From an optimization exercise on the open Yosys and OpenROAD flow, aimed at a short achievable clock period and few clock cycles; shortcuts taken in it are not production practice.
Only simulation tests tie the RTL to the original design; equivalence was not proved.
Power is estimated from default activity; no workload was simulated.

==> flow/design.v <==
module ks_inv (input a, output y);
  assign y = ~a;
endmodule
module ks_nand2 (input a, input b, output y);
  assign y = ~(a & b);
endmodule
module ks_nor2 (input a, input b, output y);
  assign y = ~(a | b);
endmodule
module ks_xor2 (input a, input b, output y);
  assign y = a ^ b;
endmodule
module ks_xnor2 (input a, input b, output y);
  assign y = ~(a ^ b);
endmodule
module ks_aoi21 (input a, input b, input c, output y);
  assign y = ~(a | (b & c));
endmodule
module ks_oai21 (input a, input b, input c, output y);
  assign y = ~(a & (b | c));
endmodule
module ks_majn (input a, input b, input c, output y);
  assign y = ~((a & b) | ((a | b) & c));
endmodule
module ks_prefix #(parameter N = 32) (
    input  [N-1:0] gn,    
    input  [N-1:0] tn,    
    output [N-1:0] c      
);
  localparam L = (N <= 2) ? 1 : (N <= 4) ? 2 : (N <= 8) ? 3 : (N <= 16) ? 4 : 5;
  wire [N-1:0] G[0:L];
  wire [N-1:0] T[0:L];
  assign G[0] = gn;
  assign T[0] = tn;
  genvar l, i;
  generate
    for (l = 1; l <= L; l = l + 1) begin : LV
      for (i = 0; i < N; i = i + 1) begin : C
        if (i >= (1 << (l - 1))) begin : CMB
          if (l % 2 == 1) begin : LH
            ks_oai21 ug (.a(G[l-1][i]), .b(T[l-1][i]), .c(G[l-1][i-(1<<(l-1))]), .y(G[l][i]));
            if (i >= (1 << l)) begin : BT
              ks_nor2 ut (.a(T[l-1][i]), .b(T[l-1][i-(1<<(l-1))]), .y(T[l][i]));
            end else begin : NT
              assign T[l][i] = 1'b0;
            end
          end else begin : HL
            ks_aoi21 ug (.a(G[l-1][i]), .b(T[l-1][i]), .c(G[l-1][i-(1<<(l-1))]), .y(G[l][i]));
            if (i >= (1 << l)) begin : BT
              ks_nand2 ut (.a(T[l-1][i]), .b(T[l-1][i-(1<<(l-1))]), .y(T[l][i]));
            end else begin : NT
              assign T[l][i] = 1'b0;
            end
          end
        end else begin : PASS
          ks_inv ug (.a(G[l-1][i]), .y(G[l][i]));
          assign T[l][i] = 1'b0;
        end
      end
    end
    if (L % 2 == 1) begin : OH
      assign c = G[L];
    end else begin : OL
      for (i = 0; i < N; i = i + 1) begin : CI
        ks_inv u (.a(G[L][i]), .y(c[i]));
      end
    end
  endgenerate
endmodule
module ks_add #(parameter N = 32) (
    input  [N-1:0] a,
    input  [N-1:0] b,
    input          cin,
    output [N-1:0] s
);
  wire [N-1:0] x, gn, tn, c;
  genvar i;
  generate
    for (i = 0; i < N; i = i + 1) begin : B
      ks_xor2 ux (.a(a[i]), .b(b[i]), .y(x[i]));
      if (i == 0) begin : B0
        ks_majn ug (.a(a[0]), .b(b[0]), .c(cin), .y(gn[0]));
        assign tn[0] = 1'b1;
        ks_xor2 us (.a(x[0]), .b(cin), .y(s[0]));
      end else begin : BI
        ks_nand2 ug (.a(a[i]), .b(b[i]), .y(gn[i]));
        ks_nor2  ut (.a(a[i]), .b(b[i]), .y(tn[i]));
        ks_xor2  us (.a(x[i]), .b(c[i-1]), .y(s[i]));
      end
    end
  endgenerate
  ks_prefix #(.N(N)) up (.gn(gn), .tn(tn), .c(c));
endmodule
module ks_inc #(parameter N = 30) (
    input  [N-1:0] a,
    output [N-1:0] s
);
  wire [N-1:0] gn, tn, c;
  genvar i;
  generate
    for (i = 0; i < N; i = i + 1) begin : B
      if (i == 0) begin : B0
        ks_inv ug (.a(a[0]), .y(gn[0]));
        assign tn[0] = 1'b1;
        ks_inv us (.a(a[0]), .y(s[0]));
      end else begin : BI
        assign gn[i] = 1'b1;
        ks_inv ut (.a(a[i]), .y(tn[i]));
        ks_xor2 us (.a(a[i]), .b(c[i-1]), .y(s[i]));
      end
    end
  endgenerate
  ks_prefix #(.N(N)) up (.gn(gn), .tn(tn), .c(c));
endmodule
module ks_lt #(parameter N = 32) (
    input  [N-1:0] a,
    input  [N-1:0] b,
    input          sgn,
    output         lt
);
  wire [N-1:0] aa, bn, gn, tn, c;
  assign aa = {a[N-1] ^ sgn, a[N-2:0]};
  assign bn = ~{b[N-1] ^ sgn, b[N-2:0]};
  genvar i;
  generate
    for (i = 0; i < N; i = i + 1) begin : B
      if (i == 0) begin : B0
        ks_nor2 ug (.a(aa[0]), .b(bn[0]), .y(gn[0]));
        assign tn[0] = 1'b1;
      end else begin : BI
        ks_nand2 ug (.a(aa[i]), .b(bn[i]), .y(gn[i]));
        ks_nor2  ut (.a(aa[i]), .b(bn[i]), .y(tn[i]));
      end
    end
  endgenerate
  ks_prefix #(.N(N)) up (.gn(gn), .tn(tn), .c(c));
  assign lt = ~c[N-1];
endmodule
module ks_eq #(parameter N = 32) (
    input  [N-1:0] a,
    input  [N-1:0] b,
    output         eq
);
  wire [N-1:0] e;
  genvar i;
  generate
    for (i = 0; i < N; i = i + 1) begin : B
      ks_xnor2 u (.a(a[i]), .b(b[i]), .y(e[i]));
    end
  endgenerate
  wire [15:0] l1;
  wire [7:0]  l2;
  wire [3:0]  l3;
  wire [1:0]  l4;
  wire        l5;
  generate
    for (i = 0; i < 16; i = i + 1) begin : C1
      ks_nand2 u (.a(e[2*i]), .b(e[2*i+1]), .y(l1[i]));
    end
    for (i = 0; i < 8; i = i + 1) begin : C2
      ks_nor2 u (.a(l1[2*i]), .b(l1[2*i+1]), .y(l2[i]));
    end
    for (i = 0; i < 4; i = i + 1) begin : C3
      ks_nand2 u (.a(l2[2*i]), .b(l2[2*i+1]), .y(l3[i]));
    end
    for (i = 0; i < 2; i = i + 1) begin : C4
      ks_nor2 u (.a(l3[2*i]), .b(l3[2*i+1]), .y(l4[i]));
    end
  endgenerate
  ks_nand2 u5 (.a(l4[0]), .b(l4[1]), .y(l5));
  ks_inv u6 (.a(l5), .y(eq));
endmodule
`timescale 1ns / 1ps
module myCPU (
    input wire cpu_rst,
    input wire cpu_clk,
    output wire [13:0] inst_addr,
    input  wire [31:0] inst,
    output wire [31:0] Bus_addr,
    input  wire [31:0] Bus_rdata,
    output wire        Bus_wen,
    output wire [31:0] Bus_wdata
    , 
    output wire        debug_wb_have_inst,
    output wire [31:0] debug_wb_pc,
    output             debug_wb_ena,
    output wire [ 4:0] debug_wb_reg,
    output wire [31:0] debug_wb_value
);
  localparam NB = 8;             
  localparam NL = 4;             
  wire clk = cpu_clk;
  wire rst = cpu_rst;
  reg  [31:0] pc_f;
  reg  [13:0] pc_o;              
  reg  [13:0] pc_b;              
  reg         d_valid;
  reg  [31:0] d_inst;
  reg  [31:0] d_pc;
  reg  [31:0] d_pc4;
  reg         d_hit;
  reg         d_ptaken;
  reg         d_is_lui, d_is_auipc, d_is_jal, d_is_jalr, d_is_br, d_is_ld, d_is_st, d_is_alu;
  reg         d_use1, d_use2;
  reg         p_1E, p_2E, p_1M, p_2M, p_1W, p_2W;    
  reg  [31:1]  q_oh1, q_oh2;     
  reg         d_bpos, d_bneg;    
  reg         e_valid;
  reg  [31:0] e_pc;
  reg  [31:0] e_pc4;
  reg  [31:0] e_pnpc;
  reg  [31:0] e_a;
  reg  [31:0] e_b;
  reg  [31:0] e_sd;
  reg  [31:0] e_timm;
  reg  [31:0] m_fa, m_fb, m_fs, m_fxa;
  reg  [ 4:0] m_fxb;
  reg         e_t1, e_t0, e_m1, e_m0, e_uselt;
  reg         e_r_add, e_r_slt, e_r_sltu, e_r_and, e_r_or, e_r_xor, e_r_sll, e_r_sr, e_r_pre;
  reg         e_sub, e_sra, e_sgn;
  reg  [ 4:0] e_rd;
  reg         e_rfwe;
  reg         e_ld;
  reg         e_sw;
  reg         e_sbsh;
  reg  [ 2:0] e_f3;
  reg         e_br;
  reg         e_jal;
  reg         e_jalr;
  reg         e_tok;
  reg         e_nok;
  reg         e_ret;
  reg         e_call;
  reg         m_valid;
  reg  [31:0] m_pc;
  reg  [31:0] m_sum;
  reg  [31:0] m_oth;
  reg         m_add;
  reg  [ 4:0] m_rd;
  reg         m_rfwe;
  reg         m_ld;
  reg  [ 2:0] m_f3;
  reg  [31:0] m_addr;
  reg         m_sbsh;
  reg  [31:0] m_sd;
  reg         w_we;
  reg  [ 4:0] w_rd;
  reg  [31:0] w_val;
  reg  [31:1] w_sel;
  reg         o_have;
  reg  [31:0] o_pc;
  reg         o_ena;
  reg  [ 4:0] o_rd;
  reg  [31:0] o_val;
  reg  [31:0] bus_addr_r;
  reg         bus_wen_r;
  reg  [31:0] bus_wdata_r;
  reg         r_redir;
  reg         r_sj, r_st;
  reg  [31:0] r_jt;
  reg  [31:0] r_tgt;
  reg  [31:0] r_pc4;
  reg         u_valid;
  reg  [13:0] u_tag;
  reg  [13:0] u_tgt;
  reg         u_taken;
  reg         u_br;
  reg         u_ret;
  reg         u_call;
  reg  [31:0] ras;
  reg  [NL-1:0] lv;
  reg  [13:0] ltag  [0:NL-1];
  reg  [ 6:0] llast [0:NL-1];
  reg  [ 6:0] lcur  [0:NL-1];
  reg  [ 6:0] lccur [0:NL-1];
  reg  [NL-1:0] lex;
  reg  [ 1:0] lptr;
  reg         d_lhit, d_lx;
  reg  [NL-1:0] d_lsel;
  reg         e_lback, e_lx;
  reg  [NL-1:0] e_lsel;
  reg  [ 6:0] e_lcnt;
  reg         u_lv, u_lx;
  reg  [NL-1:0] u_lsel;
  reg  [ 6:0] u_lcnt;
  reg  [NL-1:0] u_lok;
  reg         btb_v   [0:NB-1];
  reg  [13:0] btb_tag [0:NB-1];
  reg  [ 2:0] btb_ptr;
  reg  [13:0] btb_tgt [0:NB-1];
  reg  [ 1:0] btb_ctr [0:NB-1];
  reg         btb_ret [0:NB-1];
  reg         btb_call[0:NB-1];
  reg  [31:0] rf      [1:31];
  reg  [31:1] rf_ok;             
  reg  [NB-1:0] f_m;
  reg           f_hit, f_ret;
  reg  [ 1:0]   f_ctr;
  reg  [13:0]   f_tgt;
  integer k;
  always @(*) begin
    f_hit = 1'b0; f_ret = 1'b0; f_ctr = 2'b00; f_tgt = 14'd0;
    for (k = 0; k < NB; k = k + 1) begin
      f_m[k] = btb_v[k] && (btb_tag[k] == pc_b);
      f_hit  = f_hit | f_m[k];
      f_ret  = f_ret | (f_m[k] & btb_ret[k]);
      f_ctr  = f_ctr | ({2{f_m[k]}} & btb_ctr[k]);
      f_tgt  = f_tgt | ({14{f_m[k]}} & btb_tgt[k]);
    end
  end
  reg  [NL-1:0] f_lm;
  integer kk;
  always @(*) begin
    for (kk = 0; kk < NL; kk = kk + 1) f_lm[kk] = lv[kk] && (ltag[kk] == pc_b);
  end
  wire          f_lhit = |f_lm;
  wire          f_lx = |(f_lm & lex & ~({NL{d_valid && d_lhit}} & d_lsel));
  wire          f_ptaken = f_hit && f_ctr[1] && !f_lx;
  wire [31:0]   f_pc4;
  assign f_pc4[1:0] = pc_f[1:0];
  ks_inc #(.N(30)) u_finc (.a(pc_f[31:2]), .s(f_pc4[31:2]));
  wire [31:0]   f_btgt = f_ret ? ras : {pc_f[31:16], f_tgt, 2'b00};
  wire [31:0]   f_pnpc = f_ptaken ? f_btgt : f_pc4;
  assign inst_addr = pc_o;
  wire [6:0] f_op = inst[6:0];
  wire f_is_lui   = f_op == 7'b0110111;
  wire f_is_auipc = f_op == 7'b0010111;
  wire f_is_jal   = f_op == 7'b1101111;
  wire f_is_jalr  = f_op == 7'b1100111;
  wire f_is_br    = f_op == 7'b1100011;
  wire f_is_ld    = f_op == 7'b0000011;
  wire f_is_st    = f_op == 7'b0100011;
  wire f_is_opi   = f_op == 7'b0010011;
  wire f_is_op    = f_op == 7'b0110011;
  wire [15:0] f_immB = {{4{inst[31]}}, inst[7], inst[30:25], inst[11:8], 1'b0};
  wire [15:0] f_immJ = {inst[15:12], inst[20], inst[30:21], 1'b0};
  wire [15:0] f_tqB, f_tqJ;
  ks_add #(.N(16)) u_ftqb (.a(pc_f[15:0]), .b(f_immB), .cin(1'b0), .s(f_tqB));
  ks_add #(.N(16)) u_ftqj (.a(pc_f[15:0]), .b(f_immJ), .cin(1'b0), .s(f_tqJ));
  wire [31:0] f_tq   = {pc_f[31:16], f_is_jal ? f_tqJ : f_tqB};
  wire f_rdt_n = f_is_jal || (f_is_br && inst[31] && !f_lx);
  wire f_rdr_n = f_is_jalr && inst[11:7] == 5'd0 && inst[31:20] == 12'd0;
  wire f_rd_t = (f_is_jal && !f_ptaken) || (f_is_br && inst[31] && !f_hit && !f_lx);
  wire f_rd_r = f_rdr_n && !f_ptaken;
  wire [31:0] f_nohit = f_rdt_n ? f_tq : f_rdr_n ? ras : f_pc4;
  reg  [13:0] f_tsel;
  reg         f_anyt, f_anyr, f_any4;
  integer kt;
  always @(*) begin
    f_tsel = 14'd0; f_anyt = 1'b0; f_anyr = 1'b0; f_any4 = 1'b0;
    for (kt = 0; kt < NB; kt = kt + 1) begin
      f_tsel = f_tsel | ({14{f_m[kt] & btb_ctr[kt][1] & !btb_ret[kt] & !f_lx}} & btb_tgt[kt]);
      f_anyt = f_anyt | (f_m[kt] & btb_ctr[kt][1] & !btb_ret[kt] & !f_lx);
      f_anyr = f_anyr | (f_m[kt] & btb_ctr[kt][1] & btb_ret[kt] & !f_lx);
      f_any4 = f_any4 | (f_m[kt] & (!btb_ctr[kt][1] | f_lx));
    end
  end
  wire [31:0] f_pnpc2 = {({16{f_anyt}} & pc_f[31:16]), f_tsel, 2'b00}
                      | ({32{f_anyr}} & ras)
                      | ({32{f_any4}} & f_pc4)
                      | ({32{!f_hit}} & f_nohit);
  wire [ 4:0] d_rd  = d_inst[11:7];
  wire [ 2:0] d_f3  = d_inst[14:12];
  wire [ 4:0] d_rs1 = d_inst[19:15];
  wire [ 4:0] d_rs2 = d_inst[24:20];
  wire        d_f7b = d_inst[30];
  wire        d_is_ctl = d_is_jal | d_is_jalr | d_is_br;
  wire        d_is_mem = d_is_ld | d_is_st;
  wire        d_rfwe = ~(d_is_br | d_is_st);
  wire        d_sub = d_is_alu && d_inst[5] && d_f7b && d_f3 == 3'b000;
  wire        d_call = (d_is_jal || d_is_jalr) && d_rd != 5'd0;
  wire [31:0] d_immI = {{20{d_inst[31]}}, d_inst[31:20]};
  wire [31:0] d_immS = {{20{d_inst[31]}}, d_inst[31:25], d_inst[11:7]};
  wire [31:0] d_immB = {{20{d_inst[31]}}, d_inst[7], d_inst[30:25], d_inst[11:8], 1'b0};
  wire [31:0] d_immJ = {{12{d_inst[31]}}, d_inst[19:12], d_inst[20], d_inst[30:21], 1'b0};
  wire [31:0] d_immU = {d_inst[31:12], 12'd0};
  wire [31:0] d_timm = d_is_jal ? d_immJ : d_immB;
  function automatic addeq(input [31:0] a, input [31:0] b, input [31:0] x);
    reg [31:0] k, co;
    begin
      k  = a ^ b ^ x;
      co = (a & b) | ((a ^ b) & k);
      addeq = !k[0] && (k[31:1] == co[30:0]);
    end
  endfunction
  wire [1:0]  m_alo = m_addr[1:0];
  wire [31:0] m_rsh = Bus_rdata >> {m_alo, 3'b000};
  wire [31:0] m_ldv = m_f3[1] ? Bus_rdata :
                      m_f3[0] ? {{16{~m_f3[2] & m_rsh[15]}}, m_rsh[15:0]} :
                                {{24{~m_f3[2] & m_rsh[7]}}, m_rsh[7:0]};
  wire [31:0] m_val = m_ld ? m_ldv : m_add ? m_sum : m_oth;
  wire e_wr = e_valid && e_rfwe && (e_rd != 5'd0);
  wire m_wr = m_valid && m_rfwe && (m_rd != 5'd0);
  wire d_1E = p_1E;
  wire d_2E = p_2E;
  wire d_1M = p_1M;
  wire d_2M = p_2M;
  wire d_1W = p_1W;
  wire d_2W = p_2W;
  reg  [31:0] d_rf1, d_rf2;
  always @(*) begin
    d_rf1 = 32'd0;
    d_rf2 = 32'd0;
    for (k = 1; k < 32; k = k + 1) begin
      d_rf1 = d_rf1 | ({32{q_oh1[k]}} & rf[k]);
      d_rf2 = d_rf2 | ({32{q_oh2[k]}} & rf[k]);
    end
  end
  wire [31:0] d_v1 = ({32{d_1M}} & m_val) | ({32{d_1W}} & w_val) | d_rf1;
  wire [31:0] d_v2 = ({32{d_2M}} & m_val) | ({32{d_2W}} & w_val) | d_rf2;
  wire d_bsel = d_use2 && !d_is_st;    
  wire d_lduse = e_ld && ((d_use1 && d_1E) || (d_use2 && d_2E));
  wire d_subfw = d_bneg && d_2E;
  wire d_memrmw = e_valid && e_sbsh && d_is_mem;
  wire stall_d = d_valid && (d_lduse || d_subfw || d_memrmw);
  wire       d_wr   = d_valid && d_rfwe && (d_rd != 5'd0);
  wire       e_wrl  = e_live && e_rfwe && (e_rd != 5'd0);
  wire [4:0] i_rs1 = inst[19:15];
  wire [4:0] i_rs2 = inst[24:20];
  wire n_1E = !stall_d && d_wr && (d_rd == i_rs1);
  wire n_2E = !stall_d && d_wr && (d_rd == i_rs2);
  wire f_1M = e_wrl && (e_rd == i_rs1);
  wire f_2M = e_wrl && (e_rd == i_rs2);
  wire f_1W = m_wr && (m_rd == i_rs1) && !f_1M;
  wire f_2W = m_wr && (m_rd == i_rs2) && !f_2M;
  wire s_1M = e_wrl && (e_rd == d_rs1);
  wire s_2M = e_wrl && (e_rd == d_rs2);
  wire s_1W = m_wr && (m_rd == d_rs1) && !s_1M;
  wire s_2W = m_wr && (m_rd == d_rs2) && !s_2M;
  wire n_1M = stall_d ? s_1M : f_1M;
  wire n_2M = stall_d ? s_2M : f_2M;
  wire n_1W = stall_d ? s_1W : f_1W;
  wire n_2W = stall_d ? s_2W : f_2W;
  reg  [31:1] f_oh1, f_oh2, s_oh1, s_oh2;
  integer q;
  always @(*) begin
    for (q = 1; q < 32; q = q + 1) begin
      f_oh1[q] = (i_rs1 == q) && (rf_ok[q] || w_sel[q]) && !f_1M && !f_1W;
      f_oh2[q] = (i_rs2 == q) && (rf_ok[q] || w_sel[q]) && !f_2M && !f_2W;
      s_oh1[q] = (d_rs1 == q) && (rf_ok[q] || w_sel[q]) && !s_1M && !s_1W;
      s_oh2[q] = (d_rs2 == q) && (rf_ok[q] || w_sel[q]) && !s_2M && !s_2W;
    end
  end
  wire [31:1] n_oh1 = stall_d ? s_oh1 : f_oh1;
  wire [31:1] n_oh2 = stall_d ? s_oh2 : f_oh2;
  wire d_back = d_inst[31];
  wire d_rd_seq = !d_is_ctl && d_ptaken;
  wire redir_d = d_valid && !stall_d && !r_redir && d_rd_seq;
  wire [31:0] d_rdpc = d_pc4;
  wire [31:0] d_pnpc = pc_f;
  wire d_tok_p = addeq(d_pc, d_timm, d_pnpc);
  wire d_tok = !d_rd_seq && d_tok_p;
  wire d_nok = d_rd_seq || d_pnpc == d_pc4;
  wire d_t1 = d_is_jal || (d_is_br && !d_f3[0]);
  wire d_t0 = d_is_jal || (d_is_br && d_f3[0]);
  wire d_m1 = d_t1 ? !d_tok : !d_nok;
  wire d_m0 = d_t0 ? !d_tok : !d_nok;
  wire d_shift = d_is_alu && d_f3[1:0] == 2'b01;
  wire d_r_add  = (d_is_alu && d_f3 == 3'b000) || d_is_mem || d_is_lui || d_is_auipc;
  wire d_r_sll  = d_is_alu && d_f3 == 3'b001;
  wire d_r_slt  = d_is_alu && d_f3 == 3'b010;
  wire d_r_sltu = d_is_alu && d_f3 == 3'b011;
  wire d_r_xor  = d_is_alu && d_f3 == 3'b100;
  wire d_r_sr   = d_is_alu && d_f3 == 3'b101;
  wire d_r_or   = d_is_alu && d_f3 == 3'b110;
  wire d_r_and  = d_is_alu && d_f3 == 3'b111;
  wire d_r_pre  = d_is_jal || d_is_jalr;
  wire [31:0] ea = e_a  | m_fa;
  wire [31:0] eb = e_b  | m_fb;
  wire [31:0] es = e_sd | m_fs;
  wire [31:0] xa = e_a  | m_fxa;
  wire [ 4:0] xb = e_b[4:0] | m_fxb;
  wire [31:0] e_sum;
  ks_add #(.N(32)) u_eadd (.a(ea), .b(eb), .cin(e_sub), .s(e_sum));
  wire        e_eq;
  ks_eq #(.N(32)) u_eeq (.a(ea), .b(eb), .eq(e_eq));
  wire        e_lt;              
  ks_lt #(.N(32)) u_elt (.a(ea), .b(eb), .sgn(e_sgn), .lt(e_lt));
  wire [31:0] e_tgt;
  ks_add #(.N(32)) u_etgt (.a(e_pc), .b(e_timm), .cin(1'b0), .s(e_tgt));
  wire [31:0] e_sll = xa << xb;
  wire signed [32:0] e_srx = {e_sra & xa[31], xa};
  wire [32:0] e_srs = e_srx >>> xb;
  wire [31:0] e_sr  = e_srs[31:0];
  wire [31:0] e_oth = ({32{e_r_slt | e_r_sltu}} & {31'd0, e_lt})
                    | ({32{e_r_and}} & (ea & eb))
                    | ({32{e_r_or}} & (ea | eb))
                    | ({32{e_r_xor}} & (ea ^ eb))
                    | ({32{e_r_sll}} & e_sll)
                    | ({32{e_r_sr}} & e_sr)
                    | ({32{e_r_pre}} & e_pc4);
  wire [31:0] e_jk = ea ^ eb ^ e_pnpc;
  wire [31:0] e_jg = ea & eb;
  wire [31:0] e_jco = e_jg | ((ea ^ eb) & e_jk);
  wire        e_jok = (e_jk[1] == e_jg[0]) && (e_jk[31:2] == e_jco[30:1]);
  wire e_raw = e_uselt ? e_lt : e_eq;
  wire e_taken = e_raw ? e_t1 : e_t0;
  wire [31:0] e_jt = {e_sum[31:1], 1'b0};
  wire e_mis = e_jalr ? !e_jok : (e_raw ? e_m1 : e_m0);
  wire e_live = e_valid && !r_redir;
  wire [31:0] r_rpc = r_sj ? r_jt : r_st ? r_tgt : r_pc4;
  wire [31:0] m_merge;
  assign m_merge[7:0]   = (m_f3[0] ? !m_alo[1] : m_alo == 2'd0) ? m_sd[7:0] : Bus_rdata[7:0];
  assign m_merge[15:8]  = m_f3[0] ? (!m_alo[1] ? m_sd[15:8] : Bus_rdata[15:8])
                                  : (m_alo == 2'd1 ? m_sd[7:0] : Bus_rdata[15:8]);
  assign m_merge[23:16] = (m_f3[0] ? m_alo[1] : m_alo == 2'd2) ? m_sd[7:0] : Bus_rdata[23:16];
  assign m_merge[31:24] = m_f3[0] ? (m_alo[1] ? m_sd[15:8] : Bus_rdata[31:24])
                                  : (m_alo == 2'd3 ? m_sd[7:0] : Bus_rdata[31:24]);
  assign Bus_addr  = bus_addr_r;
  assign Bus_wen   = bus_wen_r;
  assign Bus_wdata = bus_wdata_r;
  integer i;
  wire [31:0] pc_next = r_redir ? r_rpc : redir_d ? d_rdpc : f_pnpc2;
  always @(posedge clk or posedge rst) begin
    if (rst) begin
      pc_f <= 32'd0;
    end else if (pc_upd) begin
      pc_f <= pc_next;
    end
  end
  wire pc_upd = r_redir || redir_d || !stall_d;
  always @(posedge clk) begin
    pc_b <= pc_upd ? pc_next[15:2] : pc_o;
  end
  always @(posedge clk or posedge rst) begin
    if (rst) begin
      pc_o <= 14'd0;
    end else begin
      pc_o <= pc_upd ? pc_next[15:2] : pc_f[15:2];
    end
  end
  always @(posedge clk or posedge rst) begin
    if (rst) begin
      d_valid <= 1'b0;
    end else if (r_redir || redir_d) begin
      d_valid <= 1'b0;
    end else if (!stall_d) begin
      d_valid <= 1'b1;
    end
  end
  always @(posedge clk) begin
    if (!stall_d) begin
      d_inst     <= inst;
      d_pc       <= pc_f;
      d_pc4      <= f_pc4;
      d_hit      <= f_hit;
      d_ptaken   <= f_ptaken || f_rd_t || f_rd_r;
      d_lhit     <= f_lhit;
      d_lsel     <= f_lm;
      d_lx       <= f_lx;
      d_is_lui   <= f_is_lui;
      d_is_auipc <= f_is_auipc;
      d_is_jal   <= f_is_jal;
      d_is_jalr  <= f_is_jalr;
      d_is_br    <= f_is_br;
      d_is_ld    <= f_is_ld;
      d_is_st    <= f_is_st;
      d_is_alu   <= f_is_op || f_is_opi;
      d_use1     <= !(f_is_lui || f_is_auipc || f_is_jal);
      d_use2     <= f_is_op || f_is_br || f_is_st;
      d_bpos     <= f_is_br || (f_is_op && !(inst[30] && inst[14:12] == 3'b000));
      d_bneg     <= f_is_op && inst[30] && inst[14:12] == 3'b000;
    end
  end
  always @(posedge clk) begin
    p_1E <= n_1E;
    p_2E <= n_2E;
    p_1M <= n_1M;
    p_2M <= n_2M;
    p_1W <= n_1W;
    p_2W <= n_2W;
    q_oh1 <= n_oh1;
    q_oh2 <= n_oh2;
  end
  always @(posedge clk or posedge rst) begin
    if (rst) begin
      e_valid <= 1'b0;
    end else begin
      e_valid <= d_valid && !stall_d && !r_redir;
    end
  end
  always @(posedge clk) begin
    e_pc    <= d_pc;
    e_pc4   <= d_pc4;
    e_timm  <= d_timm;
    e_pnpc  <= redir_d ? d_rdpc : d_pnpc;
    e_a     <= ({32{d_is_auipc}} & d_pc) | ({32{d_use1 && !d_1E}} & d_v1);
    e_b     <= ({32{!d_bsel}} & (d_is_st ? d_immS : (d_is_lui || d_is_auipc) ? d_immU : d_immI))
             | ({32{d_bpos && !d_2E}} & d_v2) | ({32{d_bneg}} & ~d_v2);
    e_sd    <= {32{!d_2E}} & d_v2;
    m_fa    <= ({32{d_use1 && d_1E && e_r_add}} & e_sum) | ({32{d_use1 && d_1E && !e_r_add}} & e_oth);
    m_fb    <= ({32{d_bsel && d_2E && e_r_add}} & e_sum) | ({32{d_bsel && d_2E && !e_r_add}} & e_oth);
    m_fs    <= ({32{d_2E && e_r_add}} & e_sum) | ({32{d_2E && !e_r_add}} & e_oth);
    m_fxa   <= ({32{d_shift && d_1E && e_r_add}} & e_sum) | ({32{d_shift && d_1E && !e_r_add}} & e_oth);
    m_fxb   <= ({5{d_shift && d_bsel && d_2E && e_r_add}} & e_sum[4:0]) | ({5{d_shift && d_bsel && d_2E && !e_r_add}} & e_oth[4:0]);
    e_t1    <= d_t1;
    e_t0    <= d_t0;
    e_m1    <= d_m1;
    e_m0    <= d_m0;
    e_uselt <= d_f3[2];
    e_r_add <= d_r_add;
    e_r_slt <= d_r_slt;
    e_r_sltu <= d_r_sltu;
    e_r_and <= d_r_and;
    e_r_or  <= d_r_or;
    e_r_xor <= d_r_xor;
    e_r_sll <= d_r_sll;
    e_r_sr  <= d_r_sr;
    e_r_pre <= d_r_pre;
    e_sub   <= d_sub;
    e_sra   <= d_f7b;
    e_sgn   <= d_is_br ? !d_f3[1] : !d_f3[0];
    e_rd    <= d_rd;
    e_rfwe  <= d_rfwe;
    e_ld    <= d_is_ld;
    e_sw    <= d_is_st && d_f3[1];
    e_sbsh  <= d_is_st && !d_f3[1];
    e_f3    <= d_f3;
    e_br    <= d_is_br;
    e_jal   <= d_is_jal;
    e_jalr  <= d_is_jalr;
    e_tok   <= d_tok;
    e_nok   <= d_nok;
    e_ret   <= d_is_jalr && d_rd == 5'd0 && d_inst[31:20] == 12'd0;
    e_call  <= d_call;
    e_lback <= d_is_br && d_back;
    e_lx    <= d_lx;
    e_lsel  <= d_lhit ? d_lsel : l_new;
    e_lcnt  <= d_lhit ? d_lcur : 7'd0;
  end
  always @(posedge clk or posedge rst) begin
    if (rst) begin
      m_valid <= 1'b0;
      m_sbsh  <= 1'b0;
      bus_wen_r <= 1'b0;
      r_redir <= 1'b0;
      u_valid <= 1'b0;
      u_lv    <= 1'b0;
    end else begin
      m_valid <= e_live;
      m_sbsh  <= e_live && e_sbsh;
      bus_wen_r <= (e_live && e_sw) || m_sbsh;
      r_redir <= e_live && e_mis;
      u_valid <= e_live && (e_jal || e_jalr || e_br);
      u_lv    <= e_live && e_lback;
    end
  end
  always @(posedge clk) begin
    m_pc   <= e_pc;
    m_sum  <= e_sum;
    m_oth  <= e_oth;
    m_add  <= e_r_add;
    m_rd   <= e_rd;
    m_rfwe <= e_rfwe;
    m_ld   <= e_ld;
    m_f3   <= e_f3;
    m_addr <= e_sum;
    m_sd   <= es;
    bus_addr_r <= m_sbsh ? m_addr : e_sum;
    bus_wdata_r <= m_sbsh ? m_merge : es;
    r_sj   <= e_jalr;
    r_st   <= e_taken;
    r_jt   <= e_jt;
    r_tgt  <= e_tgt;
    r_pc4  <= e_pc4;
    u_tag  <= e_pc[15:2];
    u_tgt  <= e_jalr ? e_jt[15:2] : e_tgt[15:2];
    u_taken <= e_taken || e_jalr;
    u_lx    <= e_lx;
    u_lsel  <= e_lsel;
    u_lcnt  <= e_lcnt;
    for (i = 0; i < NL; i = i + 1) u_lok[i] <= e_lsel[i] && ltag[i] == e_pc[15:2];
    u_br   <= e_br;
    u_ret  <= e_ret;
    u_call <= e_call;
  end
  always @(posedge clk or posedge rst) begin
    if (rst) begin
      w_we  <= 1'b0;
      w_sel <= 31'd0;
    end else begin
      w_we  <= m_wr;
      for (i = 1; i < 32; i = i + 1) w_sel[i] <= m_wr && m_rd == i;
    end
  end
  always @(posedge clk) begin
    if (m_wr) begin
      w_rd  <= m_rd;
      w_val <= m_val;
    end
  end
  always @(posedge clk or posedge rst) begin
    if (rst) begin
      o_have <= 1'b0;
    end else begin
      o_have <= m_valid;
    end
  end
  always @(posedge clk) begin
    o_pc  <= m_pc;
    o_ena <= m_rfwe;
    o_rd  <= m_rd;
    o_val <= m_val;
  end
  always @(posedge clk) begin
    for (i = 1; i < 32; i = i + 1) begin
      if (w_sel[i]) rf[i] <= w_val;
    end
  end
  always @(posedge clk or posedge rst) begin
    if (rst) begin
      rf_ok <= 31'd0;
    end else begin
      rf_ok <= rf_ok | w_sel;
    end
  end
  always @(posedge clk or posedge rst) begin
    if (rst) begin
      ras <= 32'd0;
    end else if (d_valid && !stall_d && !r_redir && d_call) begin
      ras <= d_pc4;
    end
  end
  reg  [ 6:0] d_lcur;
  reg  [NL-1:0] l_new;
  integer kl;
  always @(*) begin
    d_lcur = 7'd0;
    for (kl = 0; kl < NL; kl = kl + 1) begin
      d_lcur   = d_lcur | ({7{d_lsel[kl]}} & lcur[kl]);
      l_new[kl] = (lptr == kl);
    end
  end
  wire       l_dgo = d_valid && !stall_d && !r_redir && d_is_br && d_back;
  wire [6:0] u_lcnt1 = (u_lcnt == 7'h7f) ? 7'h7f : u_lcnt + 7'd1;
  reg  [6:0] l_cur_n  [0:NL-1];
  reg  [6:0] l_last_n [0:NL-1];
  reg  [6:0] l_ccur_n [0:NL-1];
  reg  [NL-1:0] l_ex_n;
  always @(*) begin
    for (kl = 0; kl < NL; kl = kl + 1) begin
      l_last_n[kl] = llast[kl];
      l_ccur_n[kl] = lccur[kl];
      l_cur_n[kl]  = lcur[kl];
      if (u_lv && u_lok[kl]) begin
        if (u_taken) begin
          l_ccur_n[kl] = u_lcnt1;
          if (u_lx) l_last_n[kl] = 7'd0;
        end else begin
          l_ccur_n[kl] = 7'd0;
          l_last_n[kl] = (u_lcnt == 7'h7f) ? 7'd0 : u_lcnt1;
        end
      end
      l_ex_n[kl] = (l_last_n[kl] != 7'd0) &&
                   (r_redir ? (l_ccur_n[kl] + 7'd1 == l_last_n[kl]) :
                    (l_dgo && d_lhit && d_lsel[kl]) ? (d_lx ? (l_last_n[kl] == 7'd1) : (lcur[kl] + 7'd2 == l_last_n[kl])) :
                    (l_dgo && !d_lhit && l_new[kl]) ? 1'b0 :
                    (lcur[kl] + 7'd1 == l_last_n[kl]));
      if (r_redir) begin
        l_cur_n[kl] = l_ccur_n[kl];
      end else if (l_dgo && d_lhit && d_lsel[kl]) begin
        l_cur_n[kl] = d_lx ? 7'd0 : (lcur[kl] == 7'h7f) ? 7'h7f : lcur[kl] + 7'd1;
      end else if (l_dgo && !d_lhit && l_new[kl]) begin
        l_cur_n[kl]  = 7'd1;
        l_last_n[kl] = 7'd0;
        l_ccur_n[kl] = 7'd0;
      end
    end
  end
  always @(posedge clk or posedge rst) begin
    if (rst) begin
      lv   <= {NL{1'b0}};
      lptr <= 2'd0;
      lex  <= {NL{1'b0}};
    end else begin
      if (l_dgo && !d_lhit) begin
        lv   <= lv | l_new;
        lptr <= lptr + 2'd1;
      end
      for (i = 0; i < NL; i = i + 1)
        lex[i] <= l_ex_n[i];
    end
  end
  always @(posedge clk) begin
    for (i = 0; i < NL; i = i + 1) begin
      lcur[i]  <= l_cur_n[i];
      llast[i] <= l_last_n[i];
      lccur[i] <= l_ccur_n[i];
      if (l_dgo && !d_lhit && l_new[i]) ltag[i] <= d_pc[15:2];
    end
  end
  reg  [NB-1:0] u_m;
  integer j;
  reg           u_hit;
  reg  [ 1:0]   u_ctr;
  always @(*) begin
    u_hit = 1'b0; u_ctr = 2'b00;
    for (j = 0; j < NB; j = j + 1) begin
      u_m[j] = btb_v[j] && (btb_tag[j] == u_tag);
      u_hit  = u_hit | u_m[j];
      u_ctr  = u_ctr | ({2{u_m[j]}} & btb_ctr[j]);
    end
  end
  wire [1:0] u_ctr_inc = (u_ctr == 2'b11) ? 2'b11 : u_ctr + 2'b01;
  wire [1:0] u_ctr_dec = (u_ctr == 2'b00) ? 2'b00 : u_ctr - 2'b01;
  wire       u_alloc = u_valid && !u_hit && u_taken;
  wire [1:0] u_ctr_new = !u_br ? 2'b11 : !u_hit ? 2'b10 : u_taken ? u_ctr_inc : u_ctr_dec;
  always @(posedge clk or posedge rst) begin
    if (rst) begin
      btb_ptr <= 3'd0;
      for (i = 0; i < NB; i = i + 1) begin
        btb_v[i]   <= 1'b0;
        btb_ctr[i] <= 2'b00;
      end
    end else begin
      if (u_alloc) btb_ptr <= btb_ptr + 3'd1;
      for (i = 0; i < NB; i = i + 1) begin
        if (u_valid && (u_hit ? u_m[i] : (u_taken && btb_ptr == i))) begin
          btb_v[i]   <= 1'b1;
          btb_ctr[i] <= u_ctr_new;
        end
      end
    end
  end
  always @(posedge clk) begin
    for (i = 0; i < NB; i = i + 1) begin
      if (u_valid && (u_hit ? u_m[i] : (u_taken && btb_ptr == i))) begin
        btb_tag[i]  <= u_tag;
        btb_ret[i]  <= u_ret;
        btb_call[i] <= u_call;
        if (u_taken) btb_tgt[i] <= u_tgt;
      end
    end
  end
  assign debug_wb_have_inst = o_have;
  assign debug_wb_pc        = o_pc;
  assign debug_wb_ena       = o_ena;
  assign debug_wb_reg       = o_rd;
  assign debug_wb_value     = o_val;
endmodule
==> flow/run.sh <==
#!/bin/bash
# synth_recipe.tcl (not shown) runs the flow's synth.tcl, then flattens the netlist and writes it again
# the make line also repeats each setting of config.mk as NAME=value (left out here)
make -C /OpenROAD-flow-scripts/flow DESIGN_CONFIG=/design/flow/config.mk WORK_HOME=/design/flow/orfs CLKGATE_MAP_FILE= SYNTH_SCRIPT=/design/flow/synth_recipe.tcl finish
==> flow/config.mk <==
export PLATFORM = sky130hd
export DESIGN_NAME = myCPU
export DESIGN_NICKNAME = myCPU
export VERILOG_FILES = /design/flow/design.v
export SDC_FILE = /design/flow/constraint.sdc
export NUM_CORES = 8
export LEC_CHECK = 0
export CAP_MARGIN = 20
export CORE_MARGIN = 2
export CORE_UTILIZATION = 45
export PLACE_DENSITY = 0.7
export SETUP_SLACK_MARGIN = 5
export SLEW_MARGIN = 20
export SYNTH_HIERARCHICAL = 1
==> flow/constraint.sdc <==
create_clock -name core_clock -period 8.0 [get_ports {cpu_clk}]
set_input_delay 1.6000 -clock core_clock [delete_from_list [all_inputs] [get_ports {cpu_clk}]]
set_output_delay 1.6000 -clock core_clock [all_outputs]
set_load 0.01 [all_outputs]
==> flow_summary.json, run 1 <==
{
  "status": "no timing/DRC/antenna violations",
  "die-area_mm2": 0.263,
  "synth_warnings": 24,
  "areaGrowthSynthToFinish_pct": 23.3,
  "placed_cells": 13661,
  "hold_start": "e_f3[0]",
  "cts_hold_buf": 0,
  "r2r_end": "pc_f[20]",
  "finalCritPeriodShare_pct": 41.1,
  "rsz0062_at_grt": "yes",
  "layout.nets": 11191,
  "holdPathEnd": "m_f3[0]",
  "clkLatencyLatePin_ps": 1030,
  "cts_buffers": 283,
  "drv_cap": 0,
  "synth.cell_area_mm2": 0.117,
  "detail_route.first_pass.iterations": 12,
  "cp.arrival_ps": 4110,
  "max_slew_margin_pct": 16.1,
  "clock_skew_ps": 137,
  "grt_max_degree": 126,
  "cts_root_buf": "clkbuf_16",
  "slew_violations": 0,
  "cp-end-kind": "flop",
  "fin_crit_ps": 3290,
  "vias": 103037,
  "finalSetupTns_ps": 0,
  "clock_sinks": 2507,
  "io_pins": 216,
  "core-area_mm2": 0.257,
  "start_util_pct": 45.3,
  "start_kind": "flop",
  "nFillCells": 20790,
  "crit_required_ps": 8820,
  "syn_avg_cell_area_um2": 11.3,
  "max_freq_mhz": 304,
  "io_buffer_count": 215,
  "ir_drop_v": 0.000296,
  "ant_nets": 0,
  "criticalPathCategory": "reg -> reg",
  "powerDensity_mw_per_mm2": 333,
  "die_h_um": 513,
  "routed_wl_mm": 568,
  "antenna_found_initial": 54,
  "hold_depth": 0,
  "rr_startpoint": "pc_b[10]",
  "viasPerCell": 7.05,
  "hp-class": "reg -> reg",
  "leakagePower_uw": 0.0521,
  "tritoncts": "done",
  "grt_pass1_wl_mm": 751,
  "drtIter0Drc": 20383,
  "globalRouteTotalUtil_pct": 40.8,
  "place_area_mm2": 0.124,
  "critPathMaxFanout": 12,
  "syn_inst": 10311,
  "clk_path_buf_depth": 4,
  "finalHoldViolations": 0,
  "final_cells": 14605,
  "drive_above_1_share_pct": 24.6,
  "setup_viol": 0,
  "gp_congestion": 1.06,
  "route.detailed.drc": 0,
  "wl_per_cell_um": 38.9,
  "clk_pin_slew_worst_paths_ps": 60,
  "die_w_um": 513,
  "worstMarginPinSlew_ps": 1250,
  "h-tree-depth": 5,
  "rows": 186,
  "grt_pass1_vias": 94638,
  "place_hpwl_mm": 356,
  "grt.overflow.total": 0,
  "rrSetupSlack_ps": 4710,
  "r2r_cells": 13,
  "final_area_mm2": 0.144
}
==> flip-flops by register name (all words and copies together), names as in the netlist, 56 cells and up <==
register / count
btb_tag: 112
ltag: 56
rf: 992
btb_tgt: 112
==> how the worst max path moves through the flow <==
stage / from / endpoint / cells past startpoint
final: pc_b[10] / pc_f[20] / 13
after global routing: pc_b[5] / pc_f[29] / 14
after CTS: pc_o[2] / inst_addr[2] / 1
after detailed placement: inst[5] / pc_f[21] / 9
after global placement: Bus_rdata[31] / e_a[10] / 8
after floorplan: cpu_rst / btb_ctr[0][0] / 1
==> cell type report <==
class	count	area, um2	area share, %
sequential	2507	66200	46.1
multi-input combinational	6871	53000	36.9
timing repair buffer	860	8970	6.24
clock buffer	373	8010	5.57
tap	3384	4230	2.95
inverter	453	1750	1.22
clock inverter	119	1380	0.960
antenna	37	92.6	0.0644
timing repair inverter	1	5.00	0.00348
==> placed cells by master (no fill, tap or decap), drive strengths merged, types with 357 or more instances in the layout <==
cell	count
edfxtp	1447
a22o	357
dfxtp	874
a21oi	403
clkbuf	392
xnor2	491
a22oi	562
buf	785
xor2	358
o21ai	550
nand2	777
nor2	788
inv	454
==> critical path, stage by stage, from the launching register on <==
cell,delay [ps]
dfxtp_1,320
buf_8,180
xnor2_1,270
nand4_1,180
nor4_4,360
a32o_2,390
buf_6,150
nor3_4,50
or4_4,520
a21oi_4,200
buf_6,120
buf_12,140
nor2_4,40
a211oi_2,180
==> metal layers <==
layer  vias up  share of wire (%)  global-route usage [%]
met5         -              0.092                   0.566
met4        40                9.5                    28.7
met3      3045                 16                    16.2
met2     10238                 41                    57.9
met1     49732                 34                    50.4
li1      39982                  -                       -
==> through the flow <==
stage | utilization (%) | total power [uW] | hold WS, ps | worst slack, ps
after CTS | 53.9 | 45700 | 313 | 4780
after detailed placement | 48.2 | 31600 | 313 | 2740
after global placement | 48.2 | 31400 | 310 | 1540
after floorplan | - | 25100 | 310 | 4010
after global routing | 55.9 | 48800 | 318 | 4690
final | 55.9 | 47900 | 309 | 4710
==> power by group <==
part | internal, uW | switching (uW)
clock | 7950 | 5510
combinational | 5640 | 9540
sequential | 16100 | 3150
==> repair_timing <==
action	CTS	global route
endpoints found under the setup margin	1087	613
pin swaps	165	229
gates cloned	18	15
resized for setup	1591	661
buffers inserted	187	193
Testbench counts, summed over its fixed seeds: cycles 83,222.
==> run 2, diff against run 1 <==
--- a/flow/config.mk
+++ b/flow/config.mk
@@ -7,8 +7,7 @@
 export LEC_CHECK = 0
 export CAP_MARGIN = 20
 export CORE_MARGIN = 2
-export CORE_UTILIZATION = 45
-export PLACE_DENSITY = 0.7
+export CORE_UTILIZATION = 50
 export SETUP_SLACK_MARGIN = 5
 export SLEW_MARGIN = 20
 export SYNTH_HIERARCHICAL = 1
==> run 2 against run 1 <==
  * Still clean on timing, DRC and antenna
  * Utilization up 5.6 points
  * Combinational power is 3% lower
  * Clock skew fell by 6.4 ps
  * Fmax grew 0.13%
  * Power shrank 1.2%
  * Final cell count shrank 2.1%
  * Sequential share of layout area is 0.23 points higher
  * Count of clock-buffer cells in the layout is 5 higher
  * Via count is 1.3% lower
  * Largest power group unchanged
==> flow_summary.json, run 2 <==
{
  "endpoint": "pc_f[19]",
  "start_util_pct": 50.2,
  "fin_hold_ws_ps": 323,
  "rr_startpoint": "pc_b[12]",
  "detail_route.first_pass.iterations": 10,
  "cts_root_buf": "clkbuf_16",
  "fin_crit_ps": 3280,
  "crit_required_ps": 8810,
  "finalCritPeriodShare_pct": 41.0,
  "r2r_end": "pc_f[19]",
  "io_buffer_count": 215,
  "r2r_cells": 14,
  "route.detailed.drc": 0,
  "ant_nets": 0,
  "gp_congestion": 1.03,
  "rsz0062_at_grt": "yes",
  "ir_drop_v": 0.000217,
  "criticalPathCategory": "reg -> reg",
  "routed_wl_mm": 575,
  "setup_viol": 0,
  "h-tree-depth": 5,
  "clock_sinks": 2507,
  "die_h_um": 487,
  "vias": 101749,
  "clkLatencyLatePin_ps": 1030,
  "rrSetupSlack_ps": 4720,
  "grt_busiest_layer": "met2",
  "io_pins": 216,
  "finalHoldViolations": 0,
  "cp-end-kind": "flop",
  "cp.arrival_ps": 4100,
  "synth.cell_area_mm2": 0.117,
  "grt.overflow.total": 0,
  "die_w_um": 487,
  "largest_register": "rf",
  "status": "no timing/DRC/antenna violations",
  "grt_max_degree": 120,
  "antenna_found_initial": 43,
  "slew_violations": 0,
  "place_hpwl_mm": 368,
  "worstMarginPinSlew_ps": 1270,
  "cts_buffers": 287,
  "leakagePower_uw": 0.0521,
  "clk_pin_slew_worst_paths_ps": 60,
  "powerDensity_mw_per_mm2": 331,
  "largest_registers": "rf x992, btb_tag x112, btb_tgt x112",
  "syn_inst": 10311,
  "finalSetupTns_ps": 0,
  "clock_skew_ps": 130,
  "most-common-layout-cells": "edfxtp_1, nand2_1, nor2_1, dfxtp_1, a22oi_1",
  "max_freq_mhz": 305,
  "areaGrowthSynthToFinish_pct": 22.5,
  "largest_register_ffs": 992,
  "layout.nets": 11231,
  "synth_warnings": 24,
  "hp-class": "reg -> reg",
  "grt_pass1_vias": 94697,
  "drv_cap": 0,
  "start_kind": "flop",
  "use_met3_pct": 17.5,
  "wl_per_cell_um": 40.2,
  "use_met2_pct": 66.0,
  "startpoint": "pc_b[12]",
  "drtIter0Drc": 18358,
  "clk_path_buf_depth": 4,
  "grt_pass1_wl_mm": 765,
  "globalRouteTotalUtil_pct": 46.6,
  "core-area_mm2": 0.232,
  "viasPerCell": 7.11,
  "rows": 177,
  "syn_avg_cell_area_um2": 11.3,
  "layout_commonest_cell": "edfxtp_1",
  "max_slew_margin_pct": 14.9,
  "tritoncts": "done",
  "drive_above_1_share_pct": 24.7,
  "die-area_mm2": 0.237,
  "critPathMaxFanout": 7,
  "met1_usage_pct": 58.5
}
## run 2: cell types whose count changed in the layout (fill, tap and decap cells not counted), sizes merged, moves of 3 or more
cell and delta:
clkinv +4, bufinv -4, dlymetal6s2s +5, buf +34
and2 +3, diode -4
## run 2: per-layer routing
| layer | share of wire, % | routed length [um] | vias up |
|---|---|---|---|
| met1 | 35 | 203000 | 49725 |
| met5 | 0.061 | 353 | - |
| li1 | - | - | 40064 |
| met4 | 9.1 | 52300 | 31 |
| met3 | 15 | 84500 | 2754 |
| met2 | 41 | 235000 | 9175 |
## run 2: area by class of cell
| class | count | area (um2) |
|---|---|---|
| Fill cell | 18351 | 89300 |
| Sequential cell | 2507 | 66100 |
| Multi-Input combinational cell | 6875 | 52700 |
| Timing Repair Buffer | 893 | 9050 |
| Clock buffer | 378 | 7940 |
| Tap cell | 3043 | 3810 |
| Inverter | 453 | 1740 |
| Clock inverter | 122 | 1340 |
| Antenna cell | 33 | 82.6 |
## run 2: worst min path at each step
stage	to	start	cells after the start
2_1_floorplan	m_f3[0]	e_f3[0]	0
3_3_place_gp	m_f3[1]	e_f3[1]	0
3_5_place_dp	u_lcnt[2]	e_lcnt[2]	0
4_1_cts	u_lcnt[2]	e_lcnt[2]	0
5_1_grt	u_lcnt[3]	e_lcnt[3]	0
6_report	u_lcnt[3]	e_lcnt[3]	0
## run 2: metrics by stage
step	std cells	total power (uW)	util, %	area (um2)	setup slack, ps
2_1_floorplan	10379	25100	-	118000	4010
3_3_place_gp	13387	31400	53.4	124000	2160
3_5_place_dp	13391	31500	53.4	124000	2580
4_1_cts	14117	45800	59.9	139000	4780
5_1_grt	14276	48400	61.5	143000	4670
6_report	14304	47300	61.5	143000	4720
## run 2: power breakdown
part           internal, uW  switching (uW)  total [uW]
registers             16100            3100       19200
logic                  5540            9220       14800
clock network          7780            5550       13300
## run 2: worst max-delay path, stage by stage, from the launching register on
cell	delay [ps]
dfxtp_4	370
buf_6	140
buf_16	160
buf_6	120
xor2_4	170
nand3b_1	180
nor4_4	60
a2111oi_4	680
a211oi_4	210
o21bai_4	260
buf_12	150
buf_16	140
a31o_4	230
a211oi_2	180
a211oi_2	80
## run 2: repair_timing
action	4_1_cts	5_1_grt
hold buffers	0	0
gates cloned	20	16
buffers inserted	206	135
endpoints found under the hold margin	0	0
gates resized for setup	1646	474
pin swaps	167	180
setup endpoints to repair	1034	553
==> run 3, diff against run 2 <==
==> flow/config.mk (replaced) <==
export PLATFORM = sky130hd
export DESIGN_NAME = myCPU
export DESIGN_NICKNAME = myCPU
export VERILOG_FILES = /design/flow/design.v
export SDC_FILE = /design/flow/constraint.sdc
export NUM_CORES = 8
export LEC_CHECK = 0
export CAP_MARGIN = 60
export CORE_MARGIN = 2
export CORE_UTILIZATION = 45
export SETUP_SLACK_MARGIN = 5
export SLEW_MARGIN = 60
export SYNTH_HIERARCHICAL = 1
==> run 3 against run 2 <==
  * Critical path type is now reg -> out
  * Still clean
  * Utilization fell by 5.2 points
  * Via count is 0.44% higher
  * Area after synthesis unchanged
  * Sequential cell count stayed put
  * Clock skew hardly changed
  * Power grew 0.69%
  * Largest power group unchanged
  * First-iteration DRC count fell by 2.3%
  * Global-route usage decreased by 4.3 points
==> flow_summary.json, run 3 <==
{
  "status": "no timing/DRC/antenna violations",
  "io_pins": 216,
  "cp.arrival_ps": 1570,
  "crit_slowest_cell": "dfrtp_1",
  "largest_register": "rf",
  "ir_drop_v": 0.000283,
  "detail_route.first_pass.iterations": 10,
  "grt_pass1_vias": 94654,
  "clkLatencyLatePin_ps": 1010,
  "cts_buffers": 291,
  "max_slew_margin_pct": 52.0,
  "fin_crit_ps": 3170,
  "critPathMaxFanout": 2,
  "rows": 186,
  "drtIter0Drc": 17937,
  "crit_buf_inv": 1,
  "globalRouteTotalUtil_pct": 42.2,
  "place_hpwl_mm": 385,
  "setup_viol": 0,
  "clock_sinks": 2507,
  "synth.cell_area_mm2": 0.117,
  "finalCritPeriodShare_pct": 39.7,
  "h-tree-depth": 5,
  "grt_pass1_wl_mm": 773,
  "clk_path_buf_depth": 4,
  "syn_inst": 10311,
  "start_kind": "flop",
  "core-area_mm2": 0.257,
  "synth_warnings": 24,
  "die_w_um": 513,
  "clk_pin_slew_worst_paths_ps": 60,
  "die_h_um": 513,
  "die-area_mm2": 0.263,
  "syn_avg_cell_area_um2": 11.3,
  "gp_congestion": 1.03,
  "most-common-layout-cells": "edfxtp_1, nand2_1, nor2_1, dfxtp_1, a22oi_1",
  "critical-path-top-delay-family": "flip-flops",
  "ant_nets": 0,
  "wl_per_cell_um": 39.3,
  "io_buffer_count": 215,
  "largest_registers": "rf x992, btb_tag x112, btb_tgt x112",
  "finalSetupTns_ps": 0,
  "rsz0062_at_grt": "yes",
  "cts_hold_buf": 0,
  "tritoncts": "done",
  "crit_required_ps": 6400,
  "slew_violations": 0,
  "routed_wl_mm": 580,
  "worstMarginPinSlew_ps": 720,
  "largest_register_ffs": 992,
  "hp-class": "reg -> reg",
  "fin_hold_ws_ps": 319,
  "layout.nets": 11342,
  "route.detailed.drc": 0,
  "criticalPathCategory": "reg -> out",
  "cp_slowest_stage_delay_ps": 440,
  "drive_above_1_share_pct": 25.0,
  "max_freq_mhz": 315,
  "leakagePower_uw": 0.0526,
  "antenna_found_initial": 43,
  "cts_root_buf": "clkbuf_16",
  "cp-end-kind": "output pin",
  "clock_skew_ps": 130,
  "start_util_pct": 45.3,
  "vias": 102199,
  "finalHoldViolations": 0,
  "layout_commonest_cell": "edfxtp_1",
  "viasPerCell": 6.92,
  "drv_cap": 0,
  "areaGrowthSynthToFinish_pct": 24.2,
  "grt.overflow.total": 0,
  "grt_max_degree": 78,
  "crit_chain": "buf_2",
  "powerDensity_mw_per_mm2": 329
}
run 3: cell types whose count changed in the layout (fill, tap and decap cells not counted), moves of 15 or more:
cell and delta:
buf_4 -23, o21ai_1 +16, buf_6 +57, dfxtp_1 -29
xnor2_1 +38, buf_16 +19, dfxtp_4 +24, buf_8 +43
buf_12 +18, or2_2 -15, xnor2_2 -28, or2_4 +17
run 3: layer usage:
| layer | global-route usage (%) | vias to the layer above | share of wire [%] |
|---|---|---|---|
| met2 | 61.3 | 9360 | 42 |
| met5 | 0.420 | - | 0.084 |
| met4 | 29.9 | 45 | 9.0 |
| met1 | 51.8 | 49822 | 35 |
| met3 | 15.5 | 2652 | 15 |
| li1 | - | 40320 | - |
run 3: worst paths after layout:
path | end | slack (ps) | start | depth (start not counted)
worst max-delay path | inst_addr[4] | 4830 | pc_o[4] | 1
worst min-delay path | o_pc[16] | 320 | m_pc[16] | 0
worst max register to register | pc_f[17] | 4870 | pc_b[5] | 14
worst min register to register | o_pc[16] | 320 | m_pc[16] | 0
max in group asynchronous | m_sbsh | 5930 | cpu_rst | 5
min in group asynchronous | rf_ok[5] | 950 | cpu_rst | 2
run 3: timing repair:
item / 4_1_cts / 5_1_grt
setup endpoints to repair: 863 / 516
cloned: 18 / 17
pin swaps: 102 / 120
gates resized for setup: 1422 / 439
buffers inserted: 147 / 127
run 3: power by group:
part           switching, uW  leakage [uW]  internal [uW]
combinational           9550        0.0251           5640
sequential              2980        0.0230          16100
clock                   5560       0.00456           7770
run 3: stage by stage:
step | total power, uW | instances | utilization (%) | setup slack (ps) | area, um2
5_1_grt | 48600 | 14728 | 56.2 | 4790 | 145000
4_1_cts | 46100 | 14569 | 54.8 | 4800 | 141000
6_report | 47600 | 14760 | 56.3 | 4830 | 145000
3_5_place_dp | 32100 | 13896 | 49.6 | 3310 | 128000
2_1_floorplan | 25100 | 10379 | - | 4010 | 118000
3_3_place_gp | 31700 | 13725 | 48.4 | 2520 | 124000
run 3: layout make-up:
class / count / area [um2]
Antenna cell: 33 / 82.6
Clock buffer: 371 / 7940
Clock inverter: 137 / 1380
Fill cell: 21245 / 112000
Inverter: 453 / 1730
Multi-Input combinational cell: 6874 / 52200
Sequential cell: 2507 / 66200
Tap cell: 3384 / 4230
Timing Repair Buffer: 1001 / 11000
==> run 4, diff against run 3 <==
--- a/flow/design.v
+++ b/flow/design.v
@@ -243,6 +243,9 @@
   reg  [31:0] m_addr;
   reg         m_sbsh;
   reg  [31:0] m_sd;
+  reg  [ 3:0] l_b0, l_s7;
+  reg  [ 1:0] l_b1;
+  reg         l_b2, l_b3, l_sx1, l_sx23, l_sum, l_oth;
   reg         w_we;
   reg  [ 4:0] w_rd;
   reg  [31:0] w_val;
@@ -384,11 +387,17 @@
     end
   endfunction
   wire [1:0]  m_alo = m_addr[1:0];
-  wire [31:0] m_rsh = Bus_rdata >> {m_alo, 3'b000};
-  wire [31:0] m_ldv = m_f3[1] ? Bus_rdata :
-                      m_f3[0] ? {{16{~m_f3[2] & m_rsh[15]}}, m_rsh[15:0]} :
-                                {{24{~m_f3[2] & m_rsh[7]}}, m_rsh[7:0]};
-  wire [31:0] m_val = m_ld ? m_ldv : m_add ? m_sum : m_oth;
+  wire [31:0] r = Bus_rdata;
+  wire        l_sgn = (l_s7[0] & r[7]) | (l_s7[1] & r[15]) | (l_s7[2] & r[23]) | (l_s7[3] & r[31]);
+  wire [31:0] m_val;
+  assign m_val[7:0]   = ({8{l_b0[0]}} & r[7:0]) | ({8{l_b0[1]}} & r[15:8]) | ({8{l_b0[2]}} & r[23:16])
+                      | ({8{l_b0[3]}} & r[31:24]) | ({8{l_sum}} & m_sum[7:0]) | ({8{l_oth}} & m_oth[7:0]);
+  assign m_val[15:8]  = ({8{l_b1[0]}} & r[15:8]) | ({8{l_b1[1]}} & r[31:24]) | {8{l_sx1 & l_sgn}}
+                      | ({8{l_sum}} & m_sum[15:8]) | ({8{l_oth}} & m_oth[15:8]);
+  assign m_val[23:16] = ({8{l_b2}} & r[23:16]) | {8{l_sx23 & l_sgn}}
+                      | ({8{l_sum}} & m_sum[23:16]) | ({8{l_oth}} & m_oth[23:16]);
+  assign m_val[31:24] = ({8{l_b3}} & r[31:24]) | {8{l_sx23 & l_sgn}}
+                      | ({8{l_sum}} & m_sum[31:24]) | ({8{l_oth}} & m_oth[31:24]);
   wire e_wr = e_valid && e_rfwe && (e_rd != 5'd0);
   wire m_wr = m_valid && m_rfwe && (m_rd != 5'd0);
   wire d_1E = p_1E;
@@ -654,6 +663,18 @@
     m_rfwe <= e_rfwe;
     m_ld   <= e_ld;
     m_f3   <= e_f3;
+    l_b0   <= {4{e_ld}} & (e_f3[1] ? 4'b0001 :
+                           e_f3[0] ? (e_sum[1] ? 4'b0100 : 4'b0001) :
+                                     (4'b0001 << e_sum[1:0]));
+    l_b1   <= {2{e_ld}} & (e_f3[1] ? 2'b01 : e_f3[0] ? (e_sum[1] ? 2'b10 : 2'b01) : 2'b00);
+    l_b2   <= e_ld && e_f3[1];
+    l_b3   <= e_ld && e_f3[1];
+    l_sx1  <= e_ld && !e_f3[1] && !e_f3[0];
+    l_sx23 <= e_ld && !e_f3[1];
+    l_s7   <= {4{e_ld && !e_f3[2] && !e_f3[1]}} &
+              (e_f3[0] ? (e_sum[1] ? 4'b1000 : 4'b0010) : (4'b0001 << e_sum[1:0]));
+    l_sum  <= !e_ld && e_r_add;
+    l_oth  <= !e_ld && !e_r_add;
     m_addr <= e_sum;
     m_sd   <= es;
     bus_addr_r <= m_sbsh ? m_addr : e_sum;
--- a/flow/config.mk
+++ b/flow/config.mk
@@ -5,9 +5,9 @@
 export SDC_FILE = /design/flow/constraint.sdc
 export NUM_CORES = 8
 export LEC_CHECK = 0
-export CAP_MARGIN = 60
+export CAP_MARGIN = 20
 export CORE_MARGIN = 2
 export CORE_UTILIZATION = 45
 export SETUP_SLACK_MARGIN = 5
-export SLEW_MARGIN = 60
+export SLEW_MARGIN = 20
 export SYNTH_HIERARCHICAL = 1
==> run 4 against run 3 <==
  * Sequential power about the same
  * Critical endpoint is now m_fs[10]
  * Via count decreased by 0.68%
  * Utilization decreased by 0.54 points
  * Global-route usage increased by 0.12 points
  * Register-to-register slack got worse by 80 ps
  * Sequential cell count increased by 11
  * Still clean
  * First-iteration DRC count increased by 10%
  * Die area decreased by 0.54%
  * Combinational power decreased by 7%
  * Clock skew increased by 32 ps
==> flow_summary.json, run 4 <==
{
  "internal_power_uw": 29400,
  "r2r_cells": 11,
  "tritoncts": "done",
  "critPathMaxFanout": 5,
  "p_sw_share_pct": 37.5,
  "grt_pass1_vias": 94202,
  "seq_power_share_pct": 41.1,
  "io_pins": 216,
  "largest_registers": "rf x992, btb_tag x112, btb_tgt x112",
  "powerDensity_mw_per_mm2": 329,
  "power_frac_comb_pct": 30.3,
  "final_area_mm2": 0.143,
  "die_w_um": 512,
  "crit_required_ps": 8780,
  "fin_ws_ps": 4790,
  "startpoint": "m_fxb[0]",
  "ir_drop_v": 0.000287,
  "finish.utilization_pct": 55.7,
  "globalRouteTotalUtil_pct": 42.4,
  "clkPwrFrac_pct": 28.7,
  "vias": 101507,
  "routed_wl_mm": 582,
  "layout.nets": 11213,
  "criticalPathCategory": "reg -> reg",
  "place_hpwl_mm": 374,
  "most-common-layout-cells": "edfxtp_1, nand2_1, nor2_1, dfxtp_1, buf_4",
  "clock_sinks": 2518,
  "drv_cap": 0,
  "rsz0062_at_grt": "yes",
  "finalSetupTns_ps": 0,
  "largest_register": "rf",
  "route.detailed.drc": 0,
  "antenna_found_initial": 42,
  "largest_register_ffs": 992,
  "gp_congestion": 1.06,
  "max_freq_mhz": 311,
  "syn_inst": 10195,
  "detail_route.first_pass.iterations": 11,
  "hold_start": "m_pc[23]",
  "drive_above_1_share_pct": 24.8,
  "ant_nets": 0,
  "place_ws_ps": 2790,
  "slew_violations": 0,
  "grt.overflow.total": 0,
  "status": "no timing/DRC/antenna violations",
  "cp-end-kind": "flop",
  "clk_pin_slew_worst_paths_ps": 60,
  "drtIter0Drc": 19775,
  "viasPerCell": 6.94,
  "fin_crit_ps": 3210,
  "wl_per_cell_um": 39.8,
  "clock_skew_ps": 162,
  "cts_buffers": 292,
  "max_slew_margin_pct": 18.5,
  "clk_path_buf_depth": 4,
  "endpoint": "m_fs[10]",
  "start_util_pct": 45.2,
  "rrSetupSlack_ps": 4790,
  "cts_root_buf": "clkbuf_16",
  "power_switching_uw": 17700,
  "die-area_mm2": 0.262,
  "cts_hold_buf": 0,
  "die_h_um": 512,
  "start_kind": "flop",
  "rows": 186,
  "worstMarginPinSlew_ps": 1220,
  "syn_avg_cell_area_um2": 11.4,
  "h-tree-depth": 5,
  "io_buffer_count": 215,
  "synth.cell_area_mm2": 0.116,
  "rr_startpoint": "m_fxb[0]",
  "hp-class": "reg -> reg",
  "grt_pass1_wl_mm": 773,
  "grt_max_degree": 101,
  "layout_commonest_cell": "edfxtp_1",
  "finalCritPeriodShare_pct": 40.1,
  "setup_viol": 0,
  "synth_warnings": 24,
  "areaGrowthSynthToFinish_pct": 23.3,
  "r2r_end": "m_fs[10]",
  "clkLatencyLatePin_ps": 1030,
  "cp.arrival_ps": 3990,
  "leakagePower_uw": 0.0524,
  "place_area_mm2": 0.123,
  "core-area_mm2": 0.256,
  "power.total_uw": 47000,
  "finalHoldViolations": 0
}
==> run 4: power groups by stage <==
stage | sequential [uW] | combinational (uW) | clock [uW]
after floorplan | 17600 | 6920 | 0
after global placement | 19200 | 11600 | 0
after detailed placement | 19200 | 11600 | 0
after CTS | 19100 | 12600 | 13400
after global routing | 19300 | 14700 | 14000
final | 19300 | 14200 | 13500
==> run 4: critical path: stages, from the launching register on <==
cell and delay [ps]:
dfxtp_4 360, buf_12 140, buf_16 150, nor4_4 380, a21oi_2 90, mux4_2 490, and2_4 180, a311oi_2 290
a21oi_2 90, a221o_2 510, mux2i_4 280, nor2_2 70
==> run 4: worst min path at each step <==
stage / end / slack, ps / cells after the start
floorplan: o_pc[16] / 310 / 0
global placement: u_lx / 310 / 0
detailed placement: o_pc[22] / 310 / 0
CTS: o_pc[23] / 300 / 0
global route: o_pc[23] / 310 / 0
finish: o_pc[23] / 290 / 0
==> run 4: final cells by class <==
class / count / area [um2]
clock buffer: 362 / 7950
inverter: 427 / 1650
timing repair buffer: 971 / 9790
sequential: 2518 / 66300
multi-input combinational: 6789 / 51500
clock inverter: 149 / 1490
fill: 21372 / 114000
tap: 3384 / 4230
antenna: 27 / 67.6
==> run 4: stage by stage <==
step           hold WS [ps]  instances
5_1_grt                 306      14601
3_5_place_dp            312      13614
4_1_cts                 300      14384
3_3_place_gp            311      13614
2_1_floorplan           310      10263
6_report                288      14627
==> run 4: repair_timing <==
| action | CTS | global route |
|---|---|---|
| resized for setup | 1615 | 592 |
| gates cloned | 17 | 14 |
| pin swaps | 158 | 232 |
| endpoints found under the hold margin | 0 | 0 |
| setup endpoints to repair | 1040 | 457 |
| buffers inserted | 242 | 202 |
==> run 4: routing by layer <==
metal / vias to the layer above / GRT usage, % / part of all wire (%)
met5: - / 0.110 / 0.059
met4: 26 / 30.5 / 9.6
met1: 49414 / 52.0 / 35
met3: 2867 / 15.7 / 14
met2: 9313 / 61.2 / 41
li1: 39887 / - / -
Testbench counts of run 4, summed over its fixed seeds: cycles 83,222.

-- re-timing with driven ports --
How much do the figures lean on ideal ports? The routed layouts below were timed once more, with nothing changed but the port constraints.
Step 1 (the two cells are an assumption about what drives the block):
set clk [get_ports {cpu_clk}]
set_driving_cell -lib_cell sky130_fd_sc_hd__clkbuf_16 $clk
set_driving_cell -lib_cell sky130_fd_sc_hd__buf_2 [delete_from_list [all_inputs] $clk]
Step 2, shift: input delay + t, output delay - t, t = (earliest + latest rising clock arrival at the registers) / 2. This alone moves slack from input paths to output paths.
Slacks: ideal ports / drivers / drivers and shift; pairs: ideal ports / drivers.
run | t (ns) | slack for setup (ns) | worst data-port slew with drivers (ns)
run 1 | 1.060 | 4.713 / 4.671 / 3.697 | 0.21
run 2 | 1.078 | 4.718 / 4.700 / 3.733 | 0.12
run 3 | 1.043 | 4.827 / 4.726 / 3.896 | 0.10
run 4 | 1.050 | 4.789 / 4.717 / 3.920 | 0.08
After both steps every run listed still meets setup and hold. For run 1, which loses most, drivers alone change the setup slack by -0.042 ns; drivers and shift together by -1.016 ns.
